What follows belongs to an exercise in optimizing a design on an open flow for small area, a short achievable clock period and few clock cycles per item; a production flow would make more cautious choices. RTL that was checked went through simulation tests only; none was proved equivalent to the original. Only the layout flow was run in run 4; the RTL was not checked for function there.

--- flow/config.mk ---
export PLATFORM = sky130hd
export DESIGN_NAME = CORDIC_sin_cos
export DESIGN_NICKNAME = CORDIC_sin_cos
export VERILOG_FILES = /design/flow/design.v
export SDC_FILE = /design/flow/constraint.sdc
export NUM_CORES = 4
export LEC_CHECK = 0
export CAP_MARGIN = 20
export CORE_MARGIN = 2
export CORE_UTILIZATION = 40
export SLEW_MARGIN = 20
--- flow/constraint.sdc ---
create_clock -name core_clock -period 6.5 [get_ports {clock}]
set_input_delay 1.3000 -clock core_clock [delete_from_list [all_inputs] [get_ports {clock}]]
set_output_delay 1.3000 -clock core_clock [all_outputs]
set_load 0.01 [all_outputs]
--- flow/design.v ---
module CORDIC_LUT(N, value);
	input [4:0] N;
	output signed [31:0] value;
	wire signed [31:0] atan_LUT [0:30];
	assign atan_LUT[00] = 32'b00100000000000000000000000000000;  
	assign atan_LUT[01] = 32'b00010010111001000000010100011101;  
	assign atan_LUT[02] = 32'b00001001111110110011100001011011;  
	assign atan_LUT[03] = 32'b00000101000100010001000111010100;  
	assign atan_LUT[04] = 32'b00000010100010110000110101000011;
	assign atan_LUT[05] = 32'b00000001010001011101011111100001;
	assign atan_LUT[06] = 32'b00000000101000101111011000011110;
	assign atan_LUT[07] = 32'b00000000010100010111110001010101;
	assign atan_LUT[08] = 32'b00000000001010001011111001010011;
	assign atan_LUT[09] = 32'b00000000000101000101111100101110;
	assign atan_LUT[10] = 32'b00000000000010100010111110011000;
	assign atan_LUT[11] = 32'b00000000000001010001011111001100;
	assign atan_LUT[12] = 32'b00000000000000101000101111100110;
	assign atan_LUT[13] = 32'b00000000000000010100010111110011;
	assign atan_LUT[14] = 32'b00000000000000001010001011111001;
	assign atan_LUT[15] = 32'b00000000000000000101000101111101;
	assign atan_LUT[16] = 32'b00000000000000000010100010111110;
	assign atan_LUT[17] = 32'b00000000000000000001010001011111;
	assign atan_LUT[18] = 32'b00000000000000000000101000101111;
	assign atan_LUT[19] = 32'b00000000000000000000010100011000;
	assign atan_LUT[20] = 32'b00000000000000000000001010001100;
	assign atan_LUT[21] = 32'b00000000000000000000000101000110;
	assign atan_LUT[22] = 32'b00000000000000000000000010100011;
	assign atan_LUT[23] = 32'b00000000000000000000000001010001;
	assign atan_LUT[24] = 32'b00000000000000000000000000101000;
	assign atan_LUT[25] = 32'b00000000000000000000000000010100;
	assign atan_LUT[26] = 32'b00000000000000000000000000001010;
	assign atan_LUT[27] = 32'b00000000000000000000000000000101;
	assign atan_LUT[28] = 32'b00000000000000000000000000000010;
	assign atan_LUT[29] = 32'b00000000000000000000000000000001;
	assign atan_LUT[30] = 32'b00000000000000000000000000000000;
	assign value = atan_LUT[N];
endmodule
module CORDIC_sin_cos (clock, rst, strobe_in, angle, strobe_out, cos, sin);
	parameter XY_SZ = 16;
	localparam STG = XY_SZ;
	parameter signed [XY_SZ-1:0] Xin = 32000/1.647;
	parameter signed [XY_SZ-1:0] Yin = 0;
	input clock;
	input rst;
	input strobe_in;
	input signed [31:0] angle;
	output strobe_out;
	output signed [XY_SZ:0] cos;
	output signed [XY_SZ:0] sin;
	reg signed [XY_SZ:0] X;
	reg signed [XY_SZ:0] Y;
	reg signed [31:0] Z;
	wire signed [XY_SZ:0] X_;
	wire signed [XY_SZ:0] Y_;
	wire signed [31:0] Z_;
	reg [4:0] N;
	reg state, prev_state;
	reg prev_strobe_in;
	wire signed [31:0] cordic_atan_value;
	CORDIC_LUT CORDIC_atan_LUT(N, cordic_atan_value);
	always @(posedge clock) begin
		prev_strobe_in <= strobe_in;
		prev_state <= state;
		if(rst) begin
			prev_strobe_in <= 0;
			prev_state <= 0;
			state <= 0;
		end
		else if(!prev_strobe_in & strobe_in) begin
			N<=0;
			state <=1;			
		end
		else if(state) begin
			if(N < STG)
				N<=N+1;
			else
				state <= 0;
		end
	end
	wire [1:0] quadrant = angle[31:30];
	assign X_ = (N!=0)? X : ((quadrant == 2'b01)? -Yin : ((quadrant == 2'b10)? -Yin: Xin));
	assign Y_ = (N!=0)? Y : ((quadrant == 2'b01)? Xin : ((quadrant == 2'b10)? -Xin: Yin));
	assign Z_ = (N!=0)? Z : ((quadrant == 2'b01)? {2'b00,angle[29:0]} : ((quadrant == 2'b10)? {2'b11,angle[29:0]}: angle));
	always @(posedge clock) begin
		if(!prev_strobe_in & strobe_in) begin
			X <= 0;
			Y <= 0;
			Z <= 0;
		end
		else if(state) begin
			if (Z_[31]) begin
				X <= X_ + (Y_ >>> N);
				Y <= Y_ - (X_ >>> N);
				Z <= Z_ + cordic_atan_value;
			end
			else begin
				X <= X_ - (Y_ >>> N);
				Y <= Y_ + (X_ >>> N);
				Z <= Z_ - cordic_atan_value;
			end
		end
	end
	assign cos = X;
	assign sin = Y;
	assign strobe_out = prev_state & !state;
endmodule
--- flow/run.sh ---
#!/bin/bash
# synth_recipe.tcl (not shown) runs the flow's synth.tcl, then flattens the netlist and writes it again
# the make line also repeats each setting of config.mk as NAME=value (left out here)
make -C /OpenROAD-flow-scripts/flow DESIGN_CONFIG=/design/flow/config.mk WORK_HOME=/design/flow/orfs CLKGATE_MAP_FILE= SYNTH_SCRIPT=/design/flow/synth_recipe.tcl finish
==> run notes, run 1 <==
- Status: timing/DRC/antenna clean
- Worst-path clk slew: 0.07 ns
- Minimum setup slack among reg-to-reg paths: 0.41 ns
- Category of the most critical setup path: input pin to register
- Final Wtd Congestion: 1.01
- Highest fanout seen on the critical path: 6
- Number of design rule violations left after detail routing: 0
- GR Layer Usage met3: 3.28%
- Share of the yosys chip area belonging to registers: 15.0%
- Fraction of layout cells with a size suffix above 1: 16.6%
- Post-synthesis cell type count: 82
- H-tree levels: 3
- Number of diodes: 0
- Syn Std Cell Area: 10200 sq um
- Yosys warns: 3
- Per-cell via count in the routed design: 5.80
- Data arrival time of the worst path: 6.44 ns
- Data required time of the critical path: 6.75 ns
- Average instance area after synthesis: 7.11 sq um
- FF-to-FF End: Y[16]$_SDFFE_PP0P_
- Count of cells along the worst hold path: 2
- Fraction of met1 tracks used by global routing: 33.4%
- Commonest register cell after synthesis: sky130_fd_sc_hd__dfxtp_1
- Total core area: 25200 sq um
- Minimum period implied by the final worst setup slack: 6.19 ns
- EDFF count, synth: 5
- Detailed Route WL: 35.9 mm
- Number of antenna violations at the first check in global routing: 0
- Source-to-sink clock delay at the later pin of the worst-skew pair: 0.36 ns
- RR Startpoint: N[0]$_SDFFCE_PP0P_
- Hold-fix buffers at CTS: 0
- Worst min-delay path class: register to register
- HP Start: Z[28]$_SDFFE_PP0P_
- Hold Crit Endpoint: Z[28]$_SDFFE_PP0P_
- Mean routed wirelength per cell: 18.6 um
- CTS Sinks: 74
- Worst-case headroom to the max-slew limit: 43.5%
- CTS tree: yes
- Global-route wire length before repair: 56.9 mm
- Total count of hold-check failures in the final report: 0
- Worst Clk Skew: 0.00982 ns
- Commonest non-fill, non-tap cells in the layout: 229 x sky130_fd_sc_hd__nand2_1, 169 x sky130_fd_sc_hd__buf_4, 162 x sky130_fd_sc_hd__nor2_1
- Final Cycle Share: 95.2%
- Transition time at the pin with the least slew margin: 0.848 ns
- DR pass1 iterations: 8
- Total clock buffers created by CTS: 9
- Cell at the root of the clock tree: sky130_fd_sc_hd__clkbuf_16
- Global-route total usage across every layer: 26.6%
- Commonest non-fill, non-tap cell in the layout: sky130_fd_sc_hd__nand2_1
- Vias after detailed routing: 11200
- Area after DPL: 12300 sq um
- Maximum number of pins on one net before global-route repair: 52
- CP endpoint kind: register
- Final-stage net count: 1711
- DIE AREA: 26900 sq um
- Row count: 58
- Most crowded layer after global routing: met2
- Die W: 164 um
- Flop and latch count out of synthesis: 74
- Count of input and output buffers: 69
- Post-route antenna net violation count: 0
- Met2 track demand over resource in global routing: 46.9%
- Number of nets produced by synthesis: 1554
- Setup Viol. Count Final: 0
- Worst-case clock buffer depth: 2
- Maximum clock frequency: 0.162 GHz
- Total congestion overflow after global routing: 0
- Vert. Die Dim: 164 um
- Post-Synthesis Cells: 1440
- HPWL after detailed placement: 27.5 mm
- Number of pins with negative max-slew slack in the final report: 0
- Area delta synth->final: 24.0%
- Reported max-cap violation count: 0
- Cell area after layout: 12700 sq um
- Fraction of synthesis flops using an asynchronous set or reset pin: 0%
- Worst Reg-to-Reg Cells: 23
- Number of design-rule violations left by the first detailed-router iteration: 951
- Io pins: 70
- Initial Utilization: 40.7%
- Number of global-route vias before repair: 10800
- CP Launch Type: input pin
- Fillers: 2562
-- metrics by stage --
step / setup slack (ns) / utilization [%] / setup TNS (ns) / hold slack, ns / cells
2_1_floorplan: 0.0223 / - / 0 / 0.441 / 1440
6_report: 0.309 / 50.4 / 0 / 0.469 / 1932
3_5_place_dp: -0.259 / 48.8 / -0.731 / 0.461 / 1914
4_1_cts: 0.0940 / 50.0 / 0 / 0.472 / 1930
5_1_grt: -0.0188 / 50.4 / -0.0188 / 0.488 / 1932
3_3_place_gp: -0.229 / 48.8 / -0.658 / 0.452 / 1914
-- synth_stat cells (25+ instances only) --
master	count	share of area, %
sky130_fd_sc_hd__a21o_1	25	1.8
sky130_fd_sc_hd__nor2_1	162	5.9
sky130_fd_sc_hd__nor3_1	35	1.7
sky130_fd_sc_hd__a211oi_1	28	2.1
sky130_fd_sc_hd__ha_1	76	9.3
sky130_fd_sc_hd__o21ai_0	84	4.1
sky130_fd_sc_hd__a21oi_1	97	4.7
sky130_fd_sc_hd__dfxtp_1	69	13
sky130_fd_sc_hd__mux2i_1	76	7.4
sky130_fd_sc_hd__a31oi_1	26	1.6
sky130_fd_sc_hd__inv_1	41	1.5
sky130_fd_sc_hd__xor2_1	40	3.4
sky130_fd_sc_hd__nand2_1	229	8.4
sky130_fd_sc_hd__clkbuf_1	73	2.7
sky130_fd_sc_hd__xnor2_1	57	4.9
-- per-layer routing --
metal  vias up  wire length (um)
met1      5223             15400
met3        76              2060
met5         -                 0
met2       393             17400
met4         0              1100
li1       5504                 -
-- logic make-up after synthesis --
logic type	count (synthesis)	share of synthesized area (%)
simple gates	547	23.6
compound gates	400	25.7
buf+inv	136	5.07
mux	107	12.5
xor+xnor	97	8.30
fa+ha+maj	79	9.87
flops	74	15.0
-- area by class of cell --
class                           count  area, sq um  area share [%]
Multi-Input combinational cell   1230         8310            65.5
Timing Repair Buffer              239         1980            15.6
Sequential cell                    74         1540            12.1
Tap cell                          330          413            3.25
Clock buffer                       10          229            1.80
Inverter                           43          161            1.27
Clock inverter                      6         63.8           0.503
-- registers in the layout (all words and copies together), names as in the netlist --
register,count
Z,32
prev_strobe_in,1
N,5
Y,17
prev_state,1
state,1
X,17
-- worst max-delay path: stages --
cell and delay (ns):
sky130_fd_sc_hd__clkdlybuf4s50_1 0.48, sky130_fd_sc_hd__inv_1 0.07, sky130_fd_sc_hd__ha_1 0.31, sky130_fd_sc_hd__inv_2 0.08
sky130_fd_sc_hd__buf_4 0.15, sky130_fd_sc_hd__mux2i_2 0.20, sky130_fd_sc_hd__o21ai_1 0.15, sky130_fd_sc_hd__mux4_2 0.55
sky130_fd_sc_hd__a211oi_2 0.27, sky130_fd_sc_hd__or2_2 0.17, sky130_fd_sc_hd__ha_1 0.17, sky130_fd_sc_hd__nor2_1 0.08
sky130_fd_sc_hd__or4_4 0.50, sky130_fd_sc_hd__xor2_1 0.16, sky130_fd_sc_hd__ha_1 0.28, sky130_fd_sc_hd__and3_1 0.19
sky130_fd_sc_hd__a21oi_2 0.15, sky130_fd_sc_hd__o21ai_2 0.11, sky130_fd_sc_hd__o41ai_4 0.37, sky130_fd_sc_hd__o21ai_2 0.12
sky130_fd_sc_hd__a31o_2 0.28, sky130_fd_sc_hd__nor3_2 0.10, sky130_fd_sc_hd__o211a_1 0.17, sky130_fd_sc_hd__nor3_2 0.04
-- worst max-delay path by stage --
stage / endpoint / start / cells after the start / slack (ns)
after floorplan: Y[16]$_SDFFE_PP0P_ / N[0]$_SDFFCE_PP0P_ / 29 / 0.02
after global placement: X[16]$_SDFFE_PP0P_ / angle[31] / 24 / -0.23
after detailed placement: Y[16]$_SDFFE_PP0P_ / angle[31] / 24 / -0.26
after CTS: Y[16]$_SDFFE_PP0P_ / angle[31] / 24 / 0.09
after global routing: Y[16]$_SDFFE_PP0P_ / angle[31] / 26 / -0.02
final: Y[16]$_SDFFE_PP0P_ / angle[31] / 24 / 0.31
-- what timing repair did --
action                                  in CTS  in global routing
endpoints found under the setup margin       0                 10
hold endpoints to repair                     0                  0
resized for setup                            0                 31
setup buffers                                0                  2
Testbench counts, summed over its fixed seeds: cycles 36,872, items 2,048.
==> run 2: changes to the inputs <==
==> flow/design.v (replaced) <==
module CORDIC_LUT(N, value);
	input [3:0] N;
	output [29:0] value;
	wire [29:0] atan_LUT [0:15];
	assign atan_LUT[00] = 30'h12E4051D;  
	assign atan_LUT[01] = 30'h09FB385B;  
	assign atan_LUT[02] = 30'h051111D4;  
	assign atan_LUT[03] = 30'h028B0D43;  
	assign atan_LUT[04] = 30'h0145D7E1;  
	assign atan_LUT[05] = 30'h00A2F61E;  
	assign atan_LUT[06] = 30'h00517C55;  
	assign atan_LUT[07] = 30'h0028BE53;  
	assign atan_LUT[08] = 30'h00145F2E;  
	assign atan_LUT[09] = 30'h000A2F98;  
	assign atan_LUT[10] = 30'h000517CC;  
	assign atan_LUT[11] = 30'h00028BE6;  
	assign atan_LUT[12] = 30'h000145F3;  
	assign atan_LUT[13] = 30'h0000A2F9;  
	assign atan_LUT[14] = 30'h0000517D;  
	assign atan_LUT[15] = 30'h000028BE;  
	assign value = atan_LUT[N];
endmodule
module CORDIC_sin_cos (clock, rst, strobe_in, angle, strobe_out, cos, sin);
	input clock;
	input rst;
	input strobe_in;
	input [31:0] angle;
	output strobe_out;
	output [16:0] cos;
	output [16:0] sin;
	reg signed [15:0] X, Y;
	reg signed [29:0] Z;
	reg [3:0] C;             
	reg busy, done, prev_strobe_in;
	wire start = strobe_in & ~prev_strobe_in;
	wire [29:0] atan;
	CORDIC_LUT lut(C, atan);
	wire signed [15:0] X1 = (angle[31] ^ angle[30]) ? -16'sd19429 : 16'sd19429;
	wire signed [15:0] Y1 = angle[31] ? -16'sd19429 : 16'sd19429;
	wire signed [29:0] Z1 = {~angle[29], angle[28:0]};
	wire signed [15:0] Xs = (X >>> 1) >>> C;
	wire signed [15:0] Ys = (Y >>> 1) >>> C;
	wire pos = ~Z[29];
	wire neg = Z[29];
	always @(posedge clock) begin
		prev_strobe_in <= strobe_in;
		if (rst) begin
			prev_strobe_in <= 1'b0;
			busy <= 1'b0;
			done <= 1'b0;
		end else begin
			done <= busy & (C == 4'd15);
			if (start)
				busy <= 1'b1;
			else if (C == 4'd15)
				busy <= 1'b0;
		end
	end
	always @(posedge clock) begin
		if (start) begin
			C <= 4'd0;
			X <= X1;
			Y <= Y1;
			Z <= Z1;
		end else begin
			C <= C + 4'd1;
			X <= X + (Ys ^ {16{pos}}) + pos;
			Y <= Y + (Xs ^ {16{neg}}) + neg;
			Z <= Z + (atan ^ {30{pos}}) + pos;
		end
	end
	assign cos = {X[15], X};
	assign sin = {Y[15], Y};
	assign strobe_out = done;
endmodule
--- a/flow/config.mk
+++ b/flow/config.mk
@@ -6,6 +6,8 @@
 export NUM_CORES = 4
 export LEC_CHECK = 0
+export ABC_CLOCK_PERIOD_IN_PS = 2500
 export CAP_MARGIN = 20
 export CORE_MARGIN = 2
 export CORE_UTILIZATION = 40
+export SETUP_SLACK_MARGIN = 3.5
 export SLEW_MARGIN = 20
==> run 2 against run 1 <==
Against the previous run:
- still clean
- final cell count decreased by 32%
- clock-buffer cell count unchanged
- cell area decreased by 18%
- critical path depth decreased by 5
- worst setup slack improved by 2.4 ns
- via count decreased by 33%
==> run notes, run 2 <==
- Detailed Route WL: 23.5 mm
- Area leader, netlist: sky130_fd_sc_hd__dfxtp_1
- Worst Clk Skew: 0.0106 ns
- H-tree levels: 3
- Number of design rule violations left after detail routing: 0
- Finished Core Util: 57.9%
- Maximum number of pins on one net before global-route repair: 47
- Total clock buffers created by CTS: 9
- Most instantiated library cell after synthesis: sky130_fd_sc_hd__a21oi_1
- Worst-case clock buffer depth: 2
- Die W: 139 um
- Count of cells along the worst hold path: 1
- CTS Sinks: 69
- Fraction of synthesized cell area taken by the top area cell type: 19.0%
- Number of diodes: 0
- Post-Synthesis Cells: 930
- Data required time of the critical path: 6.74 ns
- Fillers: 1559
- Maximum cell stage delay along the critical path: 0.39 ns
- Row count: 49
- Status: timing/DRC/antenna clean
- Cell at the root of the clock tree: sky130_fd_sc_hd__clkbuf_16
- DIE AREA: 19200 sq um
- Mean routed wirelength per cell: 18.0 um
- Final-stage net count: 1170
- Worst-path clk slew: 0.06 ns
- Number of global-route vias before repair: 7257
- Average instance area after synthesis: 7.80 sq um
- CTS tree: yes
- Hold-fix buffers at CTS: 0
- Post-route worst hold slack: 0.477 ns
- Gate family responsible for the most delay along the worst path: compound AO/OA/AOI/OAI gates
- Top reg by flops: Z
- Minimum setup slack among reg-to-reg paths: 2.70 ns
- Final Cycle Share: 58.5%
- Yosys warns: 2
- Area after DPL: 8320 sq um
- Post-synthesis cell type count: 69
- Syn Std Cell Area: 7250 sq um
- DR pass1 iterations: 5
- Commonest non-fill, non-tap cell in the layout: sky130_fd_sc_hd__nand2_1
- Initial Utilization: 40.5%
- Vert. Die Dim: 139 um
- Buf+Inv Stages, Crit Path: 2
- FF-to-FF End: Z[26]$_DFF_P_
- Largest regs: Z (30), X (16), Y (16)
- Total count of hold-check failures in the final report: 0
- Total placed cells including tap cells: 1181
- Maximum clock frequency: 0.263 GHz
- Worst Reg-to-Reg Cells: 19
- Sequence of cells on the critical path: buf_12, ha_4, buf_12, nor2_2, nor2_1, o21ai_0, nand2_1, xnor2_1, ha_1, a21o_1, a21o_1, a21oi_2, nor3b_4, a21oi_4, o211ai_1, nand3b_1, a21oi_2, o221ai_1, a41o_1
- Hold Crit Endpoint: done$_SDFF_PP0_
- Launching element of the worst setup path: C[0]$_SDFF_PP0_
- Basic-gate share of the synthesized area counting and, or, nand and nor cells: 15.7%
- HPWL after detailed placement: 14.9 mm
- Multiplexer share of the synthesized area: 11.2%
- Per-cell via count in the routed design: 5.71
- Total congestion overflow after global routing: 0
- CP endpoint kind: register
- Number of pins with negative max-slew slack in the final report: 0
- CP Launch Type: register
- Worst-case headroom to the max-slew limit: 68.8%
- Minimum period implied by the final worst setup slack: 3.80 ns
- HP Start: busy$_SDFFE_PP0P_
- Number of design-rule violations left by the first detailed-router iteration: 733
- Number of flip-flops under the largest register name: 30
- Vias after detailed routing: 7452
- Unrepaired setup endpoints after global routing: true
- Global-route total usage across every layer: 22.9%
- Commonest register cell after synthesis: sky130_fd_sc_hd__dfxtp_1
- Source-to-sink clock delay at the later pin of the worst-skew pair: 0.35 ns
- Data arrival time of the worst path: 4.04 ns
- Total core area: 17900 sq um
- Cell type of the slowest stage on the worst timing path: sky130_fd_sc_hd__dfxtp_4
- Most used standard cells in the synthesized netlist: 97 x sky130_fd_sc_hd__a21oi_1, 88 x sky130_fd_sc_hd__nand2_1, 80 x sky130_fd_sc_hd__o21ai_0
- Final Wtd Congestion: 0.903
- Global-route wire length before repair: 36.4 mm
- Fraction of synthesis flops using an asynchronous set or reset pin: 0%
- Share of the yosys chip area belonging to registers: 19.0%
- Number of nets produced by synthesis: 1029
- Cell types occupying the most area after synthesis: sky130_fd_sc_hd__dfxtp_1 19%, sky130_fd_sc_hd__ha_1 11%, sky130_fd_sc_hd__xnor2_1 9.5%
- Post-synthesis adder-cell area fraction: 11.4%
- Reported max-cap violation count: 0
- Xor-xnor portion of the synthesized cell area: 13.2%
- Fraction of layout cells with a size suffix above 1: 30.7%
- Dominant combinational cell family by area after synthesis: compound AO/OA/AOI/OAI gates
- Area delta synth->final: 43.0%
- Flop and latch count out of synthesis: 69
- Highest fanout seen on the critical path: 8
- RR Startpoint: C[0]$_SDFF_PP0_
- EDFF count, synth: 0
- Area fraction in compound gates after synthesis: 24.8%
- Worst min-delay path class: register to register
- Number of antenna violations at the first check in global routing: 0
- Cell area after layout: 10400 sq um
- Setup Viol. Count Final: 0
- Fin Setup TNS: 0 ns
- Transition time at the pin with the least slew margin: 0.467 ns
- Category of the most critical setup path: register to register
- Post-route antenna net violation count: 0
- Count of input and output buffers: 69
- Io pins: 70
- Commonest non-fill, non-tap cells in the layout: 84 x sky130_fd_sc_hd__nand2_1, 83 x sky130_fd_sc_hd__buf_4, 69 x sky130_fd_sc_hd__clkdlybuf4s50_1
- Final standard cell count with taps included and fillers excluded: 1305
[run 2: cell types whose count changed in the layout (fill, tap and decap cells not counted), moves of 21 or more]
| cell | change |
|---|---|
| sky130_fd_sc_hd__a21oi_1 | -32 |
| sky130_fd_sc_hd__nor3_1 | -27 |
| sky130_fd_sc_hd__o21ai_0 | -35 |
| sky130_fd_sc_hd__nand2_1 | -145 |
| sky130_fd_sc_hd__buf_6 | +21 |
| sky130_fd_sc_hd__nor2_1 | -109 |
| sky130_fd_sc_hd__a21oi_2 | +29 |
| sky130_fd_sc_hd__mux2i_1 | -49 |
| sky130_fd_sc_hd__a211oi_1 | -22 |
| sky130_fd_sc_hd__ha_1 | -26 |
| sky130_fd_sc_hd__buf_4 | -86 |
| sky130_fd_sc_hd__o21ai_1 | +29 |
[run 2: through the flow]
stage	setup slack [ns]
2_1_floorplan	2.74
3_3_place_gp	2.10
3_5_place_dp	2.03
4_1_cts	2.77
5_1_grt	2.44
6_report	2.70
[run 2: how the worst max path moves through the flow]
stage | to | slack (ns) | cells past startpoint
after global placement | Z[16]$_DFF_P_ | 2.10 | 17
after detailed placement | Z[16]$_DFF_P_ | 2.03 | 17
after CTS | Z[26]$_DFF_P_ | 2.77 | 19
final | Z[26]$_DFF_P_ | 2.70 | 19
after global routing | Z[24]$_DFF_P_ | 2.44 | 20
after floorplan | Z[16]$_DFF_P_ | 2.74 | 20
[run 2: repair_timing]
item,4_1_cts,5_1_grt
endpoints found under the setup margin,57,53
pin swaps,80,41
cloned,2,2
gates resized for setup,119,86
setup buffers,68,36
[run 2: worst reg2reg max path, stage by stage (launching register included)]
cell and delay (ns):
sky130_fd_sc_hd__dfxtp_4 0.39, sky130_fd_sc_hd__buf_12 0.16, sky130_fd_sc_hd__ha_4 0.20, sky130_fd_sc_hd__buf_12 0.14, sky130_fd_sc_hd__nor2_2 0.14, sky130_fd_sc_hd__nor2_1 0.09
sky130_fd_sc_hd__o21ai_0 0.20, sky130_fd_sc_hd__nand2_1 0.13, sky130_fd_sc_hd__xnor2_1 0.16, sky130_fd_sc_hd__ha_1 0.25, sky130_fd_sc_hd__a21o_1 0.20, sky130_fd_sc_hd__a21o_1 0.16
sky130_fd_sc_hd__a21oi_2 0.17, sky130_fd_sc_hd__nor3b_4 0.29, sky130_fd_sc_hd__a21oi_4 0.12, sky130_fd_sc_hd__o211ai_1 0.21, sky130_fd_sc_hd__nand3b_1 0.16, sky130_fd_sc_hd__a21oi_2 0.17
sky130_fd_sc_hd__o221ai_1 0.13, sky130_fd_sc_hd__a41o_1 0.22
[run 2: cells by family after synthesis]
kind of cell	Yosys count
xor+xnor	109
flops	69
compound gates	297
buf+inv	85
mux	59
fa+ha+maj	64
simple gates	247
[run 2: cell type report]
class | count | area [sq um] | area share, %
multi-input combinational | 776 | 6460 | 62.3
clock inverter | 6 | 62.6 | 0.603
clock buffer | 10 | 239 | 2.30
timing repair inverter | 1 | 8.76 | 0.0845
sequential | 69 | 1400 | 13.5
tap | 229 | 287 | 2.76
timing repair buffer | 185 | 1790 | 17.2
inverter | 29 | 131 | 1.27
[run 2: metal layers]
metal | vias to the layer above | track usage, % | part of all wire, %
met3 | 56 | 4.42 | 5.0
met5 | - | 0 | 0
met4 | 0 | 7.28 | 2.8
met2 | 257 | 40.7 | 49
met1 | 3524 | 28.1 | 43
li1 | 3615 | - | -
Testbench counts of run 2, summed over its fixed seeds: cycles 34,824, items 2,048.
==> run 3: changes to the inputs <==
--- a/flow/config.mk
+++ b/flow/config.mk
@@ -6,8 +6,6 @@
 export NUM_CORES = 4
 export LEC_CHECK = 0
-export ABC_CLOCK_PERIOD_IN_PS = 2500
 export CAP_MARGIN = 20
 export CORE_MARGIN = 2
 export CORE_UTILIZATION = 40
-export SETUP_SLACK_MARGIN = 3.5
 export SLEW_MARGIN = 20
==> run 3 against run 2 <==
Against the previous run:
- still clean
- worst hold slack gained 0.0044 ns
- sequential share of layout area grew 3.0 points
- cell area fell by 19%
- die area unchanged
- core utilization decreased by 11 points
- final cell count fell by 8.1%
- synthesized area stayed put
- critical endpoint is now Z[16]$_DFF_P_
- largest cell class unchanged
==> run notes, run 3 <==
- Status: timing/DRC/antenna clean
- Fillers: 1848
- EDFF count, synth: 0
- Commonest register cell after synthesis: sky130_fd_sc_hd__dfxtp_1
- Unrepaired setup endpoints after global routing: false
- Number of design rule violations left after detail routing: 0
- Worst-path clk slew: 0.06 ns
- Minimum period implied by the final worst setup slack: 4.83 ns
- Worst-case headroom to the max-slew limit: 29.2%
- Cell type of the slowest stage on the worst timing path: sky130_fd_sc_hd__dfxtp_2
- Final Wtd Congestion: 0.934
- H-tree levels: 3
- Number of flip-flops under the largest register name: 30
- Setup Viol. Count Final: 0
- Highest fanout seen on the critical path: 21
- CTS Sinks: 69
- Data required time of the critical path: 6.79 ns
- Count of input and output buffers: 69
- Total placed cells including tap cells: 1183
- Number of antenna violations at the first check in global routing: 0
- Average instance area after synthesis: 7.80 sq um
- Total count of hold-check failures in the final report: 0
- Fin Setup TNS: 0 ns
- Global-route total usage across every layer: 20.7%
- Maximum cell stage delay along the critical path: 0.67 ns
- Row count: 49
- Fraction of synthesized cell area taken by the top area cell type: 19.0%
- Number of pins with negative max-slew slack in the final report: 0
- DR pass1 iterations: 5
- Buf+Inv Stages, Crit Path: 0
- Area delta synth->final: 15.6%
- Detailed Route WL: 19.9 mm
- Worst Clk Skew: 0.00806 ns
- Die W: 139 um
- Reported max-cap violation count: 0
- Number of global-route vias before repair: 6664
- Post-Synthesis Cells: 930
- Cell with the most instances on the worst path: sky130_fd_sc_hd__a21oi_1
- Yosys warns: 2
- Vert. Die Dim: 139 um
- Mean routed wirelength per cell: 16.6 um
- Fraction of layout cells with a size suffix above 1: 6.91%
- Gate family responsible for the most delay along the worst path: compound AO/OA/AOI/OAI gates
- CP Launch Type: register
- Cell types occupying the most area after synthesis: sky130_fd_sc_hd__dfxtp_1 19%, sky130_fd_sc_hd__ha_1 11%, sky130_fd_sc_hd__xnor2_1 9.5%
- Resized cells post-CTS: 0
- Post CTS Setup Buffer Count: 0
- Io pins: 70
- Source-to-sink clock delay at the later pin of the worst-skew pair: 0.35 ns
- Most used standard cells in the synthesized netlist: 97 x sky130_fd_sc_hd__a21oi_1, 88 x sky130_fd_sc_hd__nand2_1, 80 x sky130_fd_sc_hd__o21ai_0
- Register Area: 1380 sq um
- Number of diodes: 0
- Per-cell via count in the routed design: 5.64
- DIE AREA: 19200 sq um
- Largest regs: Z (30), X (16), Y (16)
- Number of nets produced by synthesis: 1029
- Sequence of cells on the critical path: ha_1, nand2_1, o32a_1, o311a_1, nor2_1, a21oi_1, fa_1, nor2b_1, o21ai_1, a21boi_0, o21bai_1, a211oi_1, o21ai_0, nand2b_1, a21oi_1, or4b_2, nand3_1
- Maximum number of pins on one net before global-route repair: 47
- Maximum clock frequency: 0.207 GHz
- Worst-case clock buffer depth: 2
- Syn Std Cell Area: 7250 sq um
- Total clock buffers created by CTS: 9
- Final Cycle Share: 74.2%
- Number of design-rule violations left by the first detailed-router iteration: 477
- Share of the yosys chip area belonging to registers: 19.0%
- Global-route wire length before repair: 32.9 mm
- CTS tree: yes
- Post-synthesis cell type count: 69
- Total congestion overflow after global routing: 0
- Commonest non-fill, non-tap cells in the layout: 97 x sky130_fd_sc_hd__a21oi_1, 88 x sky130_fd_sc_hd__nand2_1, 80 x sky130_fd_sc_hd__o21ai_0
- Top reg by flops: Z
- Total core area: 17900 sq um
- Transition time at the pin with the least slew margin: 1.06 ns
- Vias after detailed routing: 6763
- Area leader, netlist: sky130_fd_sc_hd__dfxtp_1
- HPWL after detailed placement: 14.7 mm
- CP endpoint kind: register
- Category of the most critical setup path: register to register
- Hold-fix buffers at CTS: 0
- Worst min-delay path class: register to register
- Finished Core Util: 46.9%
- Footprint of the multi-input gates: 5540 sq um
- Fraction of synthesis flops using an asynchronous set or reset pin: 0%
- Data arrival time of the worst path: 5.12 ns
- Final-stage net count: 1064
- Initial Utilization: 40.5%
- Cell at the root of the clock tree: sky130_fd_sc_hd__clkbuf_16
- Flop and latch count out of synthesis: 69
- Most instantiated library cell after synthesis: sky130_fd_sc_hd__a21oi_1
- Post-route antenna net violation count: 0
- Final standard cell count with taps included and fillers excluded: 1199
- Commonest non-fill, non-tap cell in the layout: sky130_fd_sc_hd__a21oi_1
- Post-route worst hold slack: 0.481 ns
-- run 3: cell type report --
cell class                      count  share of cell area, %
Timing Repair Buffer               80                   9.22
Sequential cell                    69                   16.5
Clock buffer                       12                   2.94
Multi-Input combinational cell    776                   66.1
Clock inverter                      4                  0.567
Inverter                           29                   1.30
Tap cell                          229                   3.42
-- run 3: kinds of logic (layout without fill, tap and decap cells) --
logic type | Yosys count | in the layout | synth area share (%)
buffers and inverters | 85 | 125 | 4.69
adder cells (fa/ha/maj) | 64 | 64 | 11.4
multiplexers | 59 | 59 | 11.2
AO/OA/AOI/OAI | 297 | 297 | 24.8
flip-flops | 69 | 69 | 19.0
XOR/XNOR | 109 | 109 | 13.2
AND/OR/NAND/NOR | 247 | 247 | 15.7
-- run 3: final timing paths --
check                                       start  slack, ns  depth (start not counted)           endpoint
worst min-delay path            busy$_SDFFE_PP0P_       0.48                          2  busy$_SDFFE_PP0P_
worst min register to register  busy$_SDFFE_PP0P_       0.48                          2  busy$_SDFFE_PP0P_
worst max-delay path              C[0]$_SDFF_PP0_       1.67                         17      Z[16]$_DFF_P_
worst max register to register    C[0]$_SDFF_PP0_       1.67                         17      Z[16]$_DFF_P_
-- run 3: routing by layer --
| layer | track usage (%) | vias to the layer above | share of wire [%] |
|---|---|---|---|
| li1 | - | 3417 | - |
| met3 | 3.42 | 19 | 3.8 |
| met5 | 0 | - | 0 |
| met4 | 5.69 | 0 | 1.5 |
| met2 | 36.8 | 150 | 50 |
| met1 | 25.9 | 3177 | 45 |
-- run 3: metrics by stage --
step | worst slack [ns] | cell area, sq um
6_report | 1.67 | 8390
2_1_floorplan | 1.92 | 7250
3_5_place_dp | 1.77 | 8090
3_3_place_gp | 1.87 | 8090
4_1_cts | 1.71 | 8390
5_1_grt | 1.33 | 8390
-- run 3: tightest hold or removal path, cell delays in order, from the launching register on --
cell and delay, ns:
sky130_fd_sc_hd__dfxtp_1 0.32, sky130_fd_sc_hd__a21oi_1 0.06, sky130_fd_sc_hd__nor2_1 0.07
==> run 4: changes to the inputs <==
--- a/flow/design.v
+++ b/flow/design.v
@@ -30,6 +30,7 @@
 	output [16:0] sin;
 	reg signed [15:0] X, Y;
-	reg signed [29:0] Z;
-	reg [3:0] C;             
+	reg [29:0] Z;            
+	reg [7:1] PC;            
+	reg [3:0] C;                 
 	reg busy, done, prev_strobe_in;
 	wire start = strobe_in & ~prev_strobe_in;
@@ -38,9 +39,26 @@
 	wire signed [15:0] X1 = (angle[31] ^ angle[30]) ? -16'sd19429 : 16'sd19429;
 	wire signed [15:0] Y1 = angle[31] ? -16'sd19429 : 16'sd19429;
-	wire signed [29:0] Z1 = {~angle[29], angle[28:0]};
+	wire [29:0] Z1 = {{1{~angle[29]}}, angle[28:0]};
+	wire [29:0] pend;
+	assign pend = {1'b0, PC[7], 1'b0, 1'b0, 1'b0, PC[6], 1'b0, 1'b0, 1'b0, PC[5], 1'b0, 1'b0, 1'b0, PC[4], 1'b0, 1'b0, 1'b0, PC[3], 1'b0, 1'b0, 1'b0, PC[2], 1'b0, 1'b0, 1'b0, PC[1], 1'b0, 1'b0, 1'b0, 1'b0};
+	wire [29:0] zfull = Z + pend;
+	wire neg = zfull[29];
+	wire pos = ~neg;
+	wire [29:0] K = atan ^ {30{pos}};
+	wire [29:0] Zn;
+	wire [8:0] co;
+	assign co[0] = pos;
+	RCA4 za0(Z[3:0], K[3:0], pos, Zn[3:0], co[1]);
+	RCA4 za1(Z[7:4], K[7:4], PC[1], Zn[7:4], co[2]);
+	RCA4 za2(Z[11:8], K[11:8], PC[2], Zn[11:8], co[3]);
+	RCA4 za3(Z[15:12], K[15:12], PC[3], Zn[15:12], co[4]);
+	RCA4 za4(Z[19:16], K[19:16], PC[4], Zn[19:16], co[5]);
+	RCA4 za5(Z[23:20], K[23:20], PC[5], Zn[23:20], co[6]);
+	RCA4 za6(Z[27:24], K[27:24], PC[6], Zn[27:24], co[7]);
+	RCA2 za7(Z[29:28], K[29:28], PC[7], Zn[29:28], co[8]);
 	wire signed [15:0] Xs = (X >>> 1) >>> C;
 	wire signed [15:0] Ys = (Y >>> 1) >>> C;
-	wire pos = ~Z[29];
-	wire neg = Z[29];
+	wire signed [15:0] Xn = X + (Ys ^ {16{pos}}) + pos;
+	wire signed [15:0] Yn = Y + (Xs ^ {16{neg}}) + neg;
 	always @(posedge clock) begin
 		prev_strobe_in <= strobe_in;
@@ -63,9 +81,11 @@
 			Y <= Y1;
 			Z <= Z1;
+			PC <= 7'd0;
 		end else begin
 			C <= C + 4'd1;
-			X <= X + (Ys ^ {16{pos}}) + pos;
-			Y <= Y + (Xs ^ {16{neg}}) + neg;
-			Z <= Z + (atan ^ {30{pos}}) + pos;
+			X <= Xn;
+			Y <= Yn;
+			Z <= Zn;
+			PC <= co[7:1];
 		end
 	end
@@ -74,2 +94,30 @@
 	assign strobe_out = done;
 endmodule
+module RCA2(a, b, ci, s, co);
+	input [1:0] a, b;
+	input ci;
+	output [1:0] s;
+	output co;
+	wire [2:0] c;
+	assign c[0] = ci;
+	genvar i;
+	generate for (i = 0; i < 2; i = i + 1) begin : bit_
+		assign s[i] = a[i] ^ b[i] ^ c[i];
+		assign c[i+1] = (a[i] & b[i]) | (a[i] & c[i]) | (b[i] & c[i]);
+	end endgenerate
+	assign co = c[2];
+endmodule
+module RCA4(a, b, ci, s, co);
+	input [3:0] a, b;
+	input ci;
+	output [3:0] s;
+	output co;
+	wire [4:0] c;
+	assign c[0] = ci;
+	genvar i;
+	generate for (i = 0; i < 4; i = i + 1) begin : bit_
+		assign s[i] = a[i] ^ b[i] ^ c[i];
+		assign c[i+1] = (a[i] & b[i]) | (a[i] & c[i]) | (b[i] & c[i]);
+	end endgenerate
+	assign co = c[4];
+endmodule
--- a/flow/config.mk
+++ b/flow/config.mk
@@ -9,3 +9,4 @@
 export CORE_MARGIN = 2
 export CORE_UTILIZATION = 40
+export SETUP_SLACK_MARGIN = 3.5
 export SLEW_MARGIN = 20
==> run 4 against run 3 <==
Against the previous run:
- still clean on timing, DRC and antenna
- critical path depth is 1 lower
- global-route usage increased by 1.1 points
- critical path type unchanged
- via count shrank 4.9%
==> run notes, run 4 <==
- Status: timing/DRC/antenna clean
- Most used standard cells in the synthesized netlist: 112 x sky130_fd_sc_hd__nand2_1, 76 x sky130_fd_sc_hd__dfxtp_1, 70 x sky130_fd_sc_hd__xnor2_1
- Post-Synthesis Cells: 832
- Final-stage net count: 1032
- Worst-case headroom to the max-slew limit: 40.3%
- Post-route worst hold slack: 0.477 ns
- Cell type of the slowest stage on the worst timing path: sky130_fd_sc_hd__fa_2
- Worst Reg-to-Reg Cells: 16
- Average instance area after synthesis: 8.47 sq um
- Number of nets produced by synthesis: 935
- Syn Std Cell Area: 7050 sq um
- Top reg by flops: Z
- Highest fanout seen on the critical path: 7
- Post-synthesis cell type count: 78
- Total core area: 17200 sq um
- Minimum setup slack among reg-to-reg paths: 2.65 ns
- Row count: 48
- EDFF count, synth: 0
- Unrepaired setup endpoints after global routing: true
- Count of cells along the worst hold path: 1
- Count of input and output buffers: 69
- Worst-path clk slew: 0.06 ns
- Number of design rule violations left after detail routing: 0
- Post-route antenna net violation count: 0
- Fraction of synthesized cell area taken by the top area cell type: 21.6%
- H-tree levels: 3
- Share of the yosys chip area belonging to registers: 21.6%
- Cell types occupying the most area after synthesis: sky130_fd_sc_hd__dfxtp_1 22%, sky130_fd_sc_hd__xnor2_1 8.7%, sky130_fd_sc_hd__fa_1 8.5%
- Gate family responsible for the most delay along the worst path: adder cells
- CTS Sinks: 76
- Minimum period implied by the final worst setup slack: 3.85 ns
- Io pins: 70
- Worst Clk Skew: 0.00388 ns
- Maximum clock frequency: 0.259 GHz
- Most instantiated library cell after synthesis: sky130_fd_sc_hd__nand2_1
- Area after DPL: 7970 sq um
- Total count of hold-check failures in the final report: 0
- Commonest register cell after synthesis: sky130_fd_sc_hd__dfxtp_1
- Data arrival time of the worst path: 4.15 ns
- Global-route total usage across every layer: 21.7%
- Vert. Die Dim: 137 um
- Transition time at the pin with the least slew margin: 0.892 ns
- Worst-case clock buffer depth: 2
- Number of global-route vias before repair: 6202
- Cell area after layout: 9580 sq um
- Buf+Inv Stages, Crit Path: 4
- Category of the most critical setup path: register to register
- Fraction of layout cells with a size suffix above 1: 30.4%
- DR pass1 iterations: 6
- Detailed Route WL: 20.0 mm
- Fin Setup TNS: 0 ns
- Worst min-delay path class: register to register
- CP endpoint kind: register
- Initial Utilization: 40.9%
- Fraction of synthesis flops using an asynchronous set or reset pin: 0%
- Finished Core Util: 55.6%
- CP Launch Type: register
- HPWL after detailed placement: 13.2 mm
- Maximum number of pins on one net before global-route repair: 64
- Number of design-rule violations left by the first detailed-router iteration: 589
- CTS tree: yes
- Commonest non-fill, non-tap cells in the layout: 109 x sky130_fd_sc_hd__nand2_1, 69 x sky130_fd_sc_hd__clkdlybuf4s50_1, 68 x sky130_fd_sc_hd__dfxtp_1
- Flop and latch count out of synthesis: 76
- Number of diodes: 0
- Yosys warns: 2
- Number of pins with negative max-slew slack in the final report: 0
- Largest regs: Z (30), X (16), Y (16)
- Total clock buffers created by CTS: 9
- Final Wtd Congestion: 0.854
- Total congestion overflow after global routing: 0
- Maximum cell stage delay along the critical path: 0.51 ns
- Vias after detailed routing: 6431
- Reported max-cap violation count: 0
- Global-route wire length before repair: 31.8 mm
- Cell at the root of the clock tree: sky130_fd_sc_hd__clkbuf_16
- Sequence of cells on the critical path: ha_2, a41oi_2, nor3_4, o31a_4, or2_4, buf_4, buf_12, xnor2_2, fa_2, fa_2, inv_2, fa_2, inv_1, fa_2, nand2_1, nand2_1
- Count of cell instances traversed by the critical path: 16
- Die W: 137 um
- Number of antenna violations at the first check in global routing: 0
- Data required time of the critical path: 6.80 ns
- Number of flip-flops under the largest register name: 30
- Per-cell via count in the routed design: 5.55
- Final Cycle Share: 59.3%
- Commonest non-fill, non-tap cell in the layout: sky130_fd_sc_hd__nand2_1
- Mean routed wirelength per cell: 17.3 um
- Setup Viol. Count Final: 0
- Area delta synth->final: 36.0%
- DIE AREA: 18700 sq um
- Cell with the most instances on the worst path: sky130_fd_sc_hd__fa_2
- Area leader, netlist: sky130_fd_sc_hd__dfxtp_1
- Source-to-sink clock delay at the later pin of the worst-skew pair: 0.35 ns
## run 4: worst paths after layout
kind,start,end
hold reg to reg,busy$_SDFFE_PP0P_,done$_SDFF_PP0_
setup reg to reg,Z[12]$_DFF_P_,Z[7]$_DFF_P_
setup / recovery,Z[12]$_DFF_P_,Z[7]$_DFF_P_
hold / removal,busy$_SDFFE_PP0P_,done$_SDFF_PP0_
## run 4: per-stage QoR
stage | worst slack (ns) | std cells
final | 2.65 | 1159
after global routing | 2.42 | 1159
after CTS | 2.65 | 1146
after detailed placement | 1.82 | 1074
after global placement | 1.88 | 1074
after floorplan | 2.70 | 832
## run 4: area by class of cell
type                            count  area [sq um]
Clock inverter                      4          50.0
Clock buffer                       12           236
Tap cell                          225           282
Fill cell                        1535          7650
Inverter                           38           146
Sequential cell                    76          1540
Multi-Input combinational cell    658          5910
Timing Repair Buffer              146          1420
## run 4: timing repair
action,in CTS,in global routing
hold endpoints to repair,0,0
resized for setup,110,45
hold buffers,0,0
buffers inserted,55,13
gates cloned,1,0
pin swaps,75,52
setup endpoints to repair,66,57
## run 4: logic make-up after synthesis
logic type / count (synthesis) / synth area share (%)
and+or+nand+nor: 268 / 17.6
adders and majority gates: 68 / 15.3
buffers and inverters: 98 / 5.86
DFF: 76 / 21.6
muxes: 41 / 9.84
AOI/OAI and AO/OA: 200 / 19.6
xor gates and xnor gates: 81 / 10.3
## run 4: metal layers
layer  GRT usage, %  routed length, um  up-vias
li1               -                  -     3111
met1           27.1               8450     3097
met5              0                  0        -
met3           3.74                995       34
met2           38.0              10200      189
met4           7.12                381        0

-- afterwards: timing with drivers on the ports --
The flow's constraints put no driver on any port. The routed layouts listed below were extracted and timed again, unchanged, in two steps. Step 1 (the two cells are an assumption about what drives the block):
set clk [get_ports {clock}]
set_driving_cell -lib_cell sky130_fd_sc_hd__clkbuf_16 $clk
set_driving_cell -lib_cell sky130_fd_sc_hd__buf_2 [delete_from_list [all_inputs] $clk]
Step 2 also shifts input and output timing later by t, the mid clock arrival at the registers, as if the neighbouring blocks saw the same clock. a / b / c = ideal ports / drivers / drivers and shift; a / b = the first two.
run	t, ns	setup slack, ns	cell pins on the clock port's net
run 1	0.403	0.309 / 0.337 / -0.066	1
run 2	0.391	2.699 / 2.699 / 2.699	1
run 3	0.398	1.674 / 1.674 / 1.674	1
run 4	0.395	2.645 / 2.645 / 2.645	1
With both steps, setup timing fails in run 1, where it was met with ideal ports. The setup slack of run 1, which loses most, moves by +0.028 ns with the drivers and by -0.375 ns with both steps.
